Context: an optimization exercise on an open-source flow, tuned for small area and a short achievable clock period. The choices shown serve that exercise and are no tape-out recipe. Only simulation tests tie the RTL to the original design; equivalence was not proved.

### design/flow/run.sh
#!/bin/bash
# synth_recipe.tcl (not shown) runs the flow's synth.tcl, then flattens the netlist and writes it again
# the make line also repeats each setting of config.mk as NAME=value (left out here)
make -C /OpenROAD-flow-scripts/flow DESIGN_CONFIG=/design/flow/config.mk WORK_HOME=/design/flow/orfs CLKGATE_MAP_FILE= SYNTH_SCRIPT=/design/flow/synth_recipe.tcl finish
### design/flow/design.v
`default_nettype none
module fpu_16 (
    input logic [15:0] a,
    input logic [15:0] b_ori,
    input logic [3:0] sel,
    output logic [15:0] y
);
    logic [4:0] max_exp; 
    logic [4:0] min_exp; 
    logic a_nan, b_nan, a_inf, b_inf, a_0, b_0;
    logic [15:0] g, s;
    logic [14:0] ext_g_mantisa, ext_s_mantisa, ext_y_mantisa, ext_y_mantisa_nor;
    logic [11:0] ext_y_mantisa_round;
    logic over_underflow;
    logic [4:0] y_exp_nor;
    logic [4:0] a_exp_c, b_exp_c, y_exp_c, y_exp_c_nor, y_exp_c_round;
    logic a_exp_neg, b_exp_neg, y_exp_neg, y_exp_neg_nor, y_exp_neg_round, sticky;
    logic [21:0] temp_product, product_nor;
    logic [11:0] product_round;
    logic [9:0] y_product_mantisa;
    logic [15:0] b;
    assign b = (sel == 4'b0010)? {~b_ori[15], b_ori[14:0]} : {b_ori[15], b_ori[14:0]};
    assign max_exp = 5'b11110;
    assign min_exp = 5'b00001;
    assign a_nan = (a[14:10]==5'b11111 && a[9:0]!=10'd0);
    assign b_nan = (b[14:10]==5'b11111 && b[9:0]!=10'd0);
    assign a_inf = (a[14:10]==5'b11111 && a[9:0]==10'd0);
    assign b_inf = (b[14:10]==5'b11111 && b[9:0]==10'd0);
    assign a_0 = (a[14:10]==5'd0);
    assign b_0 = (b[14:10]==5'd0);
    always_comb begin
        g = 'd0;
        s = 'd0;
        ext_g_mantisa = 'd0;
        ext_s_mantisa = 'd0;
        ext_y_mantisa = 'd0;
        ext_y_mantisa_nor = 'd0;
        ext_y_mantisa_round = 'd0;
        over_underflow = 'd0;
        y_exp_nor = 'd0;
        a_exp_c = 'd0;
        b_exp_c = 'd0;
        y_exp_c = 'd0;
        y_exp_c_nor = 'd0;
        y_exp_c_round = 'd0;
        a_exp_neg = 'd0;
        b_exp_neg = 'd0;
        y_exp_neg = 'd0;
        y_exp_neg_nor = 'd0;
        y_exp_neg_round = 'd0;
        sticky = 'd0;
        temp_product = 'd0;
        product_nor = 'd0;
        product_round = 'd0;
        y_product_mantisa = 'd0;
        y = 'd0;
        if (a_nan || b_nan) y = 16'hFFFF;
        else if (a_inf&&b_inf&&(a[15]!=b[15])&&sel[1:0]>'d0) y = 16'hFFFF;
        else if (a_inf && sel[1:0]>'d0) y = a;
        else if (b_inf && sel[1:0]>'d0) y = b;
        else if ((a_inf || b_inf) && sel[3:2]>'d0 && a[15]==b[15]) y = 16'b0111110000000000;
        else if ((a_inf || b_inf) && sel[3:2]>'d0 && a[15]!=b[15]) y = 16'b1111110000000000;
        else if (a_0 && b_0 && sel[1:0]>'d0) y = 16'd0;
        else if (a_0 && sel[1:0]>='b01) y = b;
        else if (a_0 && sel[3:2]>'d0) y = 16'd0;
        else if (b_0 && sel[1:0]=='b01) y = a;
        else if (b_0 && sel[1:0]=='b10) y = {~a[15], a[14:0]};
        else if (b_0 && sel[3:2]>'d0) y = 16'd0;
        else if (a[15]!=b[15]&&a[14:0]==b[14:0]&& sel[1:0]>'d0) y = 'd0;
        else if (sel[1:0]>'d0) begin
            if (a[14:10]==b[14:10]) begin
                if (a[9:0] > b[9:0]) begin
                    g = a;
                    s = b;
                end
                else begin
                    g = b;
                    s = a;
                end
                ext_g_mantisa = {2'b01,g[9:0],3'b000};
                ext_s_mantisa = {2'b01,s[9:0],3'b000};
                if (g[15]!=s[15]) ext_y_mantisa = ext_g_mantisa-ext_s_mantisa;
                else ext_y_mantisa = ext_g_mantisa+ext_s_mantisa;
            end
            else begin
                if (a[14:10] > b[14:10]) begin
                    g = a;
                    s = b;
                end
                else begin
                    g = b;
                    s = a;
                end
                ext_g_mantisa = {2'b01,g[9:0],3'b000};
                ext_s_mantisa[14:1]={2'b01,s[9:0],2'b00}>>(g[14:10]-s[14:10]);
                if (g[14:10]-s[14:10] == 5'd1) ext_s_mantisa[0] = 0;
                else if (g[14:10]-s[14:10] == 'd2) ext_s_mantisa[0] = 0;
                else if (g[14:10]-s[14:10] == 'd3 && s[0]>1'd0) 
                        ext_s_mantisa[0] = 1;
                else if (g[14:10]-s[14:10] == 'd4 && s[1:0]>2'd0) 
                        ext_s_mantisa[0] = 1;
                else if (g[14:10]-s[14:10] == 'd5 && s[2:0]>3'd0) 
                        ext_s_mantisa[0] = 1;
                else if (g[14:10]-s[14:10] == 'd6 && s[3:0]>4'd0) 
                        ext_s_mantisa[0] = 1;
                else if (g[14:10]-s[14:10] == 'd7 && s[4:0]>5'd0) 
                        ext_s_mantisa[0] = 1;
                else if (g[14:10]-s[14:10] == 'd8 && s[5:0]>6'd0) 
                        ext_s_mantisa[0] = 1;
                else if (g[14:10]-s[14:10] == 'd9 && s[6:0]>7'd0) 
                        ext_s_mantisa[0] = 1;
                else if (g[14:10]-s[14:10] == 'd10 && s[7:0]>'d0) 
                        ext_s_mantisa[0] = 1;
                else if (g[14:10]-s[14:10] > 'd10) ext_s_mantisa[0] = 1;
                else ext_s_mantisa[0] = 0;
                if (g[15]!=s[15]) ext_y_mantisa = ext_g_mantisa-ext_s_mantisa;
                else ext_y_mantisa = ext_g_mantisa+ext_s_mantisa;
            end
            if (ext_y_mantisa[14]==1) begin
                if (g[14:10] < max_exp) begin
                    over_underflow = 0;
                    y_exp_nor = g[14:10]+1;
                    ext_y_mantisa_nor[14:1] = ext_y_mantisa[14:1] >> 1;
                    ext_y_mantisa_nor[0]=ext_y_mantisa[1]|ext_y_mantisa[0];
                end
                else begin
                    over_underflow = 1;
                    y[15] = g[15];
                    y[14:10] = 5'b11111;
                    y[9:0] = 10'd0;
                end
            end
            else if (ext_y_mantisa[13]==1) begin
                over_underflow = 0;
                y_exp_nor = g[14:10];
                ext_y_mantisa_nor = ext_y_mantisa;
            end
            else if (ext_y_mantisa[12]==1) begin
                if (g[14:10] > min_exp) begin
                    over_underflow = 0;
                    y_exp_nor = g[14:10]-'d1;
                    ext_y_mantisa_nor = ext_y_mantisa <<< 'd1;
                end
                else begin
                    over_underflow = 1;
                    y[15] = g[15];
                    y[14:0] = 'd0;
                end
            end
            else if (ext_y_mantisa[11]==1) begin
                if (g[14:10] > min_exp+'d1) begin
                    over_underflow = 0;
                    y_exp_nor = g[14:10]-'d2;
                    ext_y_mantisa_nor = ext_y_mantisa <<< 'd2;
                end
                else begin
                    over_underflow = 1;
                    y[15] = g[15];
                    y[14:0] = 'd0;
                end
            end
            else if (ext_y_mantisa[10]==1) begin
                if (g[14:10] > min_exp+'d2) begin
                    over_underflow = 0;
                    y_exp_nor = g[14:10]-'d3;
                    ext_y_mantisa_nor = ext_y_mantisa <<< 'd3;
                end
                else begin
                    over_underflow = 1;
                    y[15] = g[15];
                    y[14:0] = 'd0;
                end
            end
            else if (ext_y_mantisa[9]==1) begin
                if (g[14:10] > min_exp+'d3) begin
                    over_underflow = 0;
                    y_exp_nor = g[14:10]-'d4;
                    ext_y_mantisa_nor = ext_y_mantisa <<< 'd4;
                end
                else begin
                    over_underflow = 1;
                    y[15] = g[15];
                    y[14:0] = 'd0;
                end
            end
            else if (ext_y_mantisa[8]==1) begin
                if (g[14:10] > min_exp+'d4) begin
                    over_underflow = 0;
                    y_exp_nor = g[14:10]-'d5;
                    ext_y_mantisa_nor = ext_y_mantisa <<< 'd5;
                end
                else begin
                    over_underflow = 1;
                    y[15] = g[15];
                    y[14:0] = 'd0;
                end
            end
            else if (ext_y_mantisa[7]==1) begin
                if (g[14:10] > min_exp+'d5) begin
                    over_underflow = 0;
                    y_exp_nor = g[14:10]-'d6;
                    ext_y_mantisa_nor = ext_y_mantisa <<< 'd6;
                end
                else begin
                    over_underflow = 1;
                    y[15] = g[15];
                    y[14:0] = 'd0;
                end
            end
            else if (ext_y_mantisa[6]==1) begin
                if (g[14:10] > min_exp+'d6) begin
                    over_underflow = 0;
                    y_exp_nor = g[14:10]-'d7;
                    ext_y_mantisa_nor = ext_y_mantisa <<< 'd7;
                end
                else begin
                    over_underflow = 1;
                    y[15] = g[15];
                    y[14:0] = 'd0;
                end
            end
            else if (ext_y_mantisa[5]==1) begin
                if (g[14:10] > min_exp+'d7) begin
                    over_underflow = 0;
                    y_exp_nor = g[14:10]-'d8;
                    ext_y_mantisa_nor = ext_y_mantisa <<< 'd8;
                end
                else begin
                    over_underflow = 1;
                    y[15] = g[15];
                    y[14:0] = 'd0;
                end
            end
            else if (ext_y_mantisa[4]==1) begin
                if (g[14:10] > min_exp+'d8) begin
                    over_underflow = 0;
                    y_exp_nor = g[14:10]-'d9;
                    ext_y_mantisa_nor = ext_y_mantisa <<< 'd9;
                end
                else begin
                    over_underflow = 1;
                    y[15] = g[15];
                    y[14:0] = 'd0;
                end
            end
            else if (ext_y_mantisa[3]==1) begin
                if (g[14:10] > min_exp+'d9) begin
                    over_underflow = 0;
                    y_exp_nor = g[14:10]-'d10;
                    ext_y_mantisa_nor = ext_y_mantisa <<< 'd10;
                end
                else begin
                    over_underflow = 1;
                    y[15] = g[15];
                    y[14:0] = 'd0;
                end
            end
            else begin
                if (g[14:10] > min_exp+'d10) begin
                    over_underflow = 0;
                    y_exp_nor = g[14:10]-'d11;
                    ext_y_mantisa_nor = ext_y_mantisa <<< 'd11;
                end
                else begin
                    over_underflow = 1;
                    y[15] = g[15];
                    y[14:0] = 'd0;
                end
            end
            if (~over_underflow) begin
                if (ext_y_mantisa_nor[2:0] > 3'b100 || 
                    (ext_y_mantisa_nor[2:0] == 3'b100 && 
                    ext_y_mantisa_nor[3] == 1'b1)) begin
                    ext_y_mantisa_round = ext_y_mantisa_nor[14:3]+'d1;
                    if (ext_y_mantisa_round[11]==1) begin
                        if (y_exp_nor < max_exp) begin
                            y[15] = g[15];
                            y[14:10] = y_exp_nor+'d1;
                            y[9:0] = ext_y_mantisa_round[10:1];  
                        end
                        else begin
                            y[15] = g[15];
                            y[14:10] = 5'b11111;
                            y[9:0] = 10'd0;
                        end
                    end
                    else begin
                        y[15] = g[15];
                        y[14:10] = y_exp_nor;
                        y[9:0] = ext_y_mantisa_round[9:0];
                    end
                end
                else begin
                    ext_y_mantisa_round = ext_y_mantisa_nor[14:3];
                    y[15] = g[15];
                    y[14:10] = y_exp_nor;
                    y[9:0] = ext_y_mantisa_round[9:0];
                end
            end
        end
        else begin
            y[15] = (a[15]==b[15]) ? 0 : 1;
            if (a[14:10] < 5'd15 && b[14:10] < 5'd15) begin
                a_exp_neg = 1;
                b_exp_neg = 1;
                a_exp_c = 5'd15-a[14:10];
                b_exp_c = 5'd15-b[14:10];
            end
            else if (a[14:10] < 5'd15 && b[14:10] >= 5'd15) begin
                a_exp_neg = 1;
                b_exp_neg = 0;
                a_exp_c = 5'd15-a[14:10];
                b_exp_c = b[14:10]-5'd15;
            end
            else if (a[14:10] >= 5'd15 && b[14:10] < 5'd15) begin
                a_exp_neg = 0;
                b_exp_neg = 1;
                a_exp_c = a[14:10]-5'd15;
                b_exp_c = 5'd15-b[14:10];
            end
            else begin
                a_exp_neg = 0;
                b_exp_neg = 0;
                a_exp_c = a[14:10]-5'd15;
                b_exp_c = b[14:10]-5'd15;
            end
            if (a_exp_neg && b_exp_neg) begin
                y_exp_neg = 1;
                y_exp_c = a_exp_c+b_exp_c;
            end
            else if (a_exp_neg && ~b_exp_neg && b_exp_c >= a_exp_c) begin
                y_exp_neg = 0;
                y_exp_c = b_exp_c-a_exp_c;
            end
            else if (a_exp_neg && ~b_exp_neg && b_exp_c < a_exp_c) begin
                y_exp_neg = 1;
                y_exp_c = a_exp_c-b_exp_c;
            end
            else if (~a_exp_neg && b_exp_neg && a_exp_c >= b_exp_c) begin
                y_exp_neg = 0;
                y_exp_c = a_exp_c-b_exp_c;
            end
            else if (~a_exp_neg && b_exp_neg && a_exp_c < b_exp_c) begin
                y_exp_neg = 1;
                y_exp_c = b_exp_c-a_exp_c;
            end
            if (~a_exp_neg && ~b_exp_neg) begin
                y_exp_neg = 0;
                y_exp_c = a_exp_c+b_exp_c;
            end
            temp_product = {1'b1,a[9:0]}*{1'b1,b[9:0]};
            if (temp_product[21]==1'b1) begin
                product_nor = temp_product >> 1;
                if (y_exp_neg) y_exp_c_nor = y_exp_c-5'd1;
                else y_exp_c_nor = y_exp_c+5'd1;
                if (y_exp_c_nor == 5'd0) y_exp_neg_nor = 0;
                else y_exp_neg_nor = y_exp_neg;
            end
            else begin
                product_nor = temp_product;
                y_exp_c_nor = y_exp_c;
                y_exp_neg_nor = y_exp_neg;
            end
            sticky = (temp_product[7:0]>=8'd1) ? 1 : 0;
            if ({product_nor[9:8],sticky} > 3'b100 ||
                ({product_nor[9:8],sticky}==3'b100 &&
                 product_nor[12] == 1)) begin
                product_round = product_nor[21:10]+1;
                if (product_round[11]==1) begin
                    y_product_mantisa = product_round[10:1];
                    if (y_exp_neg_nor) y_exp_c_round = y_exp_c_nor-5'd1;
                    else y_exp_c_nor = y_exp_c-5'd1;
                    if (y_exp_c_round == 5'd0) y_exp_neg_round = 0;
                    else y_exp_neg_round = y_exp_neg_nor;
                end
                else begin
                    y_product_mantisa = product_round[9:0];
                    y_exp_c_round = y_exp_c_nor;
                    y_exp_neg_round = y_exp_neg_nor;
                end
            end
            else begin
                product_round = product_nor[21:10];
                y_product_mantisa = product_round[9:0];
                y_exp_c_round = y_exp_c_nor;
                y_exp_neg_round = y_exp_neg_nor;
            end
            if (y_exp_neg_round && y_exp_c_round > 5'd14) begin
                y[14:0] = 15'd0;
            end
            else if (y_exp_neg_round && y_exp_c_round <= 5'd14) begin
                y[14:10] = 5'd15 - y_exp_c_round;
                y[9:0] = y_product_mantisa;
            end
            else if (~y_exp_neg_round && y_exp_c_round > (max_exp-5'd15))begin
                y[14:10] = 5'b11111;
                y[9:0] = 10'd0;
            end
            else begin
                y[14:10] = y_exp_c_round+5'd15;
                y[9:0] = y_product_mantisa;
            end
        end
    end
endmodule : fpu_16
module input_16(
    input logic clock, reset,
    input logic [9:0] data_in,
    output logic [15:0] num1, num2,
    output logic [3:0] op,
    output logic start
);
    logic count;
    always_ff @(posedge clock or posedge reset) begin
        if (reset) begin
            num1 <= 'd0;
            num2 <= 'd0;
            op <= 'd0;
            start <= 0;
            count <= 'd0;
        end
        else if (data_in[1:0] == 2'b01) begin
            if (count == 0) begin
                num1[7:0] <= data_in[9:2];
                count <= 1;
            end
            else begin
                num1[15:8] <= data_in[9:2];
                count <= 0;
            end
        end
        else if (data_in[1:0] == 2'b10) begin
            if (count == 0) begin
                num2[7:0] <= data_in[9:2];
                count <= 1;
            end
            else begin
                num2[15:8] <= data_in[9:2];
                count <= 0;
            end
        end
        else if (data_in[1:0] == 2'b11) begin
            op <= data_in[5:2];
            start <= 'd1;
        end
        else if (start)
            start <= 0;
    end
endmodule: input_16
module output_16(
    input logic clock, reset,
    input logic [15:0] ans,
    input logic done_calc,
    output logic [9:0] data_out
);
    logic count;
    always_ff @(posedge clock or posedge reset) begin
        if (reset) begin
            data_out <= 'd0;
            count <= 0;
        end
        else if (done_calc) begin
            data_out[9:2] <= ans[15:8];
            data_out[1:0] <= 2'b11;
            count <= 1;
        end
        else if (count) begin
            data_out[9:2] <= ans[7:0];
            data_out[1:0] <= 2'b11;
            count <= 0;
        end
        else
            data_out <= 'd0;
    end
endmodule: output_16
module top(
    input logic clock, reset,
    input logic [9:0] inp,
    output logic [9:0] out
);
    logic [15:0] a, b, y;
    logic [3:0] sel;
    logic signal;
    input_16 in1(.clock, .reset, .data_in(inp), .num1(a), .num2(b), .op(sel), .start(signal));
    fpu_16 calc(.a, .b_ori(b), .sel, .y);
    output_16 out1(.clock, .reset, .ans(y), .done_calc(signal), .data_out(out));
endmodule
### design/flow/config.mk
export PLATFORM = sky130hd
export DESIGN_NAME = top
export DESIGN_NICKNAME = top
export VERILOG_FILES = /design/flow/design.v
export SDC_FILE = /design/flow/constraint.sdc
export NUM_CORES = 4
export LEC_CHECK = 0
export CAP_MARGIN = 20
export CORE_MARGIN = 2
export CORE_UTILIZATION = 40
export SLEW_MARGIN = 20
### design/flow/constraint.sdc
create_clock -name core_clock -period 8.0 [get_ports {clock}]
set_input_delay 1.6000 -clock core_clock [delete_from_list [all_inputs] [get_ports {clock}]]
set_output_delay 1.6000 -clock core_clock [all_outputs]
set_load 0.01 [all_outputs]
==> results.txt <==
-- metal layers --
metal | GRT usage | routed length [microns] | vias up
li1 | - | - | 8909
met2 | 0.499 | 32000 | 919
met5 | 0 | 0 | -
met4 | 0.0865 | 2310 | 0
met3 | 0.0423 | 5850 | 126
met1 | 0.462 | 31900 | 9606
-- final cells by class --
type / count / area, sq um
clock inverters: 2 / 38.8
flip-flops and latches: 48 / 1210
inverters: 183 / 696
repair buffers: 398 / 3110
multi-input cells: 1939 / 14900
clock buffers: 6 / 139
well taps: 532 / 666
fillers: 4073 / 20000
-- layout by cell type, fill, tap and decap left out, types with 12 or more instances in the layout --
master,synthesis,final
fa_1,86,85
inv_1,175,169
buf_6,3,14
a31oi_1,35,31
or3_1,24,22
ha_1,157,143
o21ai_1,6,14
nor2_1,226,219
nor3_1,64,59
clkdlybuf4s50_1,0,21
nand3_1,81,75
nor2b_1,25,25
mux2i_1,19,15
o221ai_1,24,22
buf_4,5,361
and3_1,25,22
and2_1,57,54
mux2_2,35,35
xnor2_1,46,42
o21ai_0,144,132
nand4_1,25,25
dfrtp_1,48,41
nand2b_1,20,19
a211oi_1,32,23
o211ai_1,23,23
a21o_1,29,28
xor2_1,20,18
a21oi_1,169,155
a21oi_2,3,16
nand2_1,235,231
o22ai_1,14,12
o31ai_1,21,17
a211oi_2,3,12
o21bai_1,12,12
-- timing repair --
| item | 4_1_cts | 5_1_grt |
|---|---|---|
| pin swaps | 2 | 62 |
| gates cloned | 0 | 1 |
| buffers inserted | 3 | 29 |
| setup endpoints to repair | 8 | 8 |
| gates resized for setup | 16 | 171 |
-- final timing paths --
path,startpoint,endpoint,slack [ps],cells past startpoint
max,in1.num2[12],out1.data_out[3],270,43
min,in1.count,in1.count,560,1
max reg2reg,in1.num2[12],out1.data_out[3],270,43
min reg2reg,in1.count,in1.count,560,1
max in group asynchronous,reset,in1.num1[5],5710,2
min in group asynchronous,reset,out1.data_out[2],1720,2
-- worst max-delay path, delay by kind of cell, from the launching register on --
kind | cells | cell delay [ps]
simple gates | 13 | 2360
compound gates | 15 | 2520
fa+ha+maj | 3 | 670
buf+inv | 12 | 1620
flops | 1 | 400
-- flip-flops by register name, indices dropped and copies added, names as in the netlist --
name / flops
in1.num1: 16
in1.num2: 16
out1.data_out: 9
in1.op: 4
in1.count: 1
in1.start: 1
out1.count: 1
-- cell families (layout without fill, tap and decap cells) --
| kind of cell | after synthesis | in the layout |
|---|---|---|
| compound gates | 698 | 698 |
| mux | 58 | 58 |
| xor+xnor | 67 | 67 |
| buf+inv | 317 | 589 |
| fa+ha+maj | 243 | 243 |
| flops | 48 | 48 |
| simple gates | 872 | 873 |
-- per-stage QoR --
stage,hold slack [ps],area [sq um]
finish,556,20800
global route,568,20800
CTS,545,19800
detailed placement,536,19500
global placement,530,19500
floorplan,469,16600
==> out/metrics.cfg <==
[route]
via_count=19600
drt-total-wl_microns=72100
viasPerCell=6.29
first_pass_iters=6
routedWlPerCell_microns=23.2
drc=0
antenna_left=0
drt-initial-drc-count=2079

[cts]
clkTransAtPathRegs_ps=80
cts_tree=built
postCtsHoldBufs=0
clock_sinks=48
clk_latency_ps=310
clockRootBuffer=clkbuf_16
htree_levels=2
cts_max_path_buffers=2
cts_buffers=5

[worst_setup_path]
max_stage_delay_ps=410
crit_arrival_ps=7910
cp_slowest_cell=or3b_4
end_kind=flop
crit_top_cell=buf_4
required_ps=8180
startpoint_type=flop
crit_type=flop to flop
path_max_fanout=8

[timing]
skew_ps=12.3
period_needed_ps=7730
fin_tns_setup_ps=0
fin_ws_ps=269
max_freq_ghz=0.129
final-setup-viol-count=0
finalHoldViolCount=0
slew-limit-headroom=0.320
maxSlewViolCount=0
fin_crit_sh=0.966
tightestPinTransition_ps=1010

[logic_synthesis]
synth_top_area_share=0.119
yosys_register_bits=48
synth-compound-area-share=0.287
ys_seq_area_frac=0.0728
syn_nets=2558
yosysWarnings=3
synth_most_common_cell=nand2_1
yosys.area_share.simple=0.264
yosys.area_share.xor_xnor=0.0364
async_flop_share=1.00
synthFlopType=dfrtp_1
synth_cell_types=106
synth_mux_area_frac=0.0409
ys_top_cells_by_area=ha_1 (12%), fa_1 (10%), dfrtp_1 (7.3%)
synth_edf_count=0
synthAdderAreaFrac=0.223
syn_inst=2303
ys_top_cells_by_count=nand2_1 (235), nor2_1 (226), inv_1 (175)
postSynthAreaPerCell_sq_um=7.16
synth_top_family_by_area=compound AO/OA/AOI/OAI gates
synth_area_sq_um=16500
yosysTopAreaCell=ha_1

[floorplan]
initial_core_util=0.405
dieArea_sq_um=42900
core_sq_um=40700
rows=74
die_w_microns=207
pin_count=22
die_y_microns=207

[hold_path]
hold_path_class=flop to flop

[grt]
grt_max_degree=49
grt_overflow=0
antenna_found_initial=0
grt_pass1_wl_microns=109000
grt_pass1_vias=18500
track_usage=0.320

[finish]
antennaDiodeCount=0
final_core_util=0.510
drive_above_1_share=0.243
layout.cells.non_filler=3108
fin_nets=2830
syn_to_final_growth_pct=26.0

[placed_design]
io_buffer_count=21
place_ws_ps=-394
dpl.hpwl_microns=57600
dp_cells=3067
globalplace.congestion=1.02

[status]
status=finished clean

[run]
maxCapViolations=0

[static timing again, ports no longer ideal]
Ports are ideal in the flow. The routed layout listed here was re-timed in OpenROAD.
Step 1, drivers: a clkbuf_16 drives clock and a buf_2 each remaining input, both assumed.
Step 2, shift: input delay + t, output delay - t, t = (earliest + latest rising clock arrival at the registers) / 2. This alone moves slack from input paths to output paths.
a / b / c = ideal / step 1 / step 2; a / b = the first two.
t (ns): 0.353
slack for setup (ns): 0.269 / 0.269 / 0.269
worst hold slack (ns): 0.556 / 0.556 / 0.556
After both steps setup and hold are still met in this run. For this run, drivers alone change the setup slack by 0.000 ns; drivers and shift together by 0.000 ns.
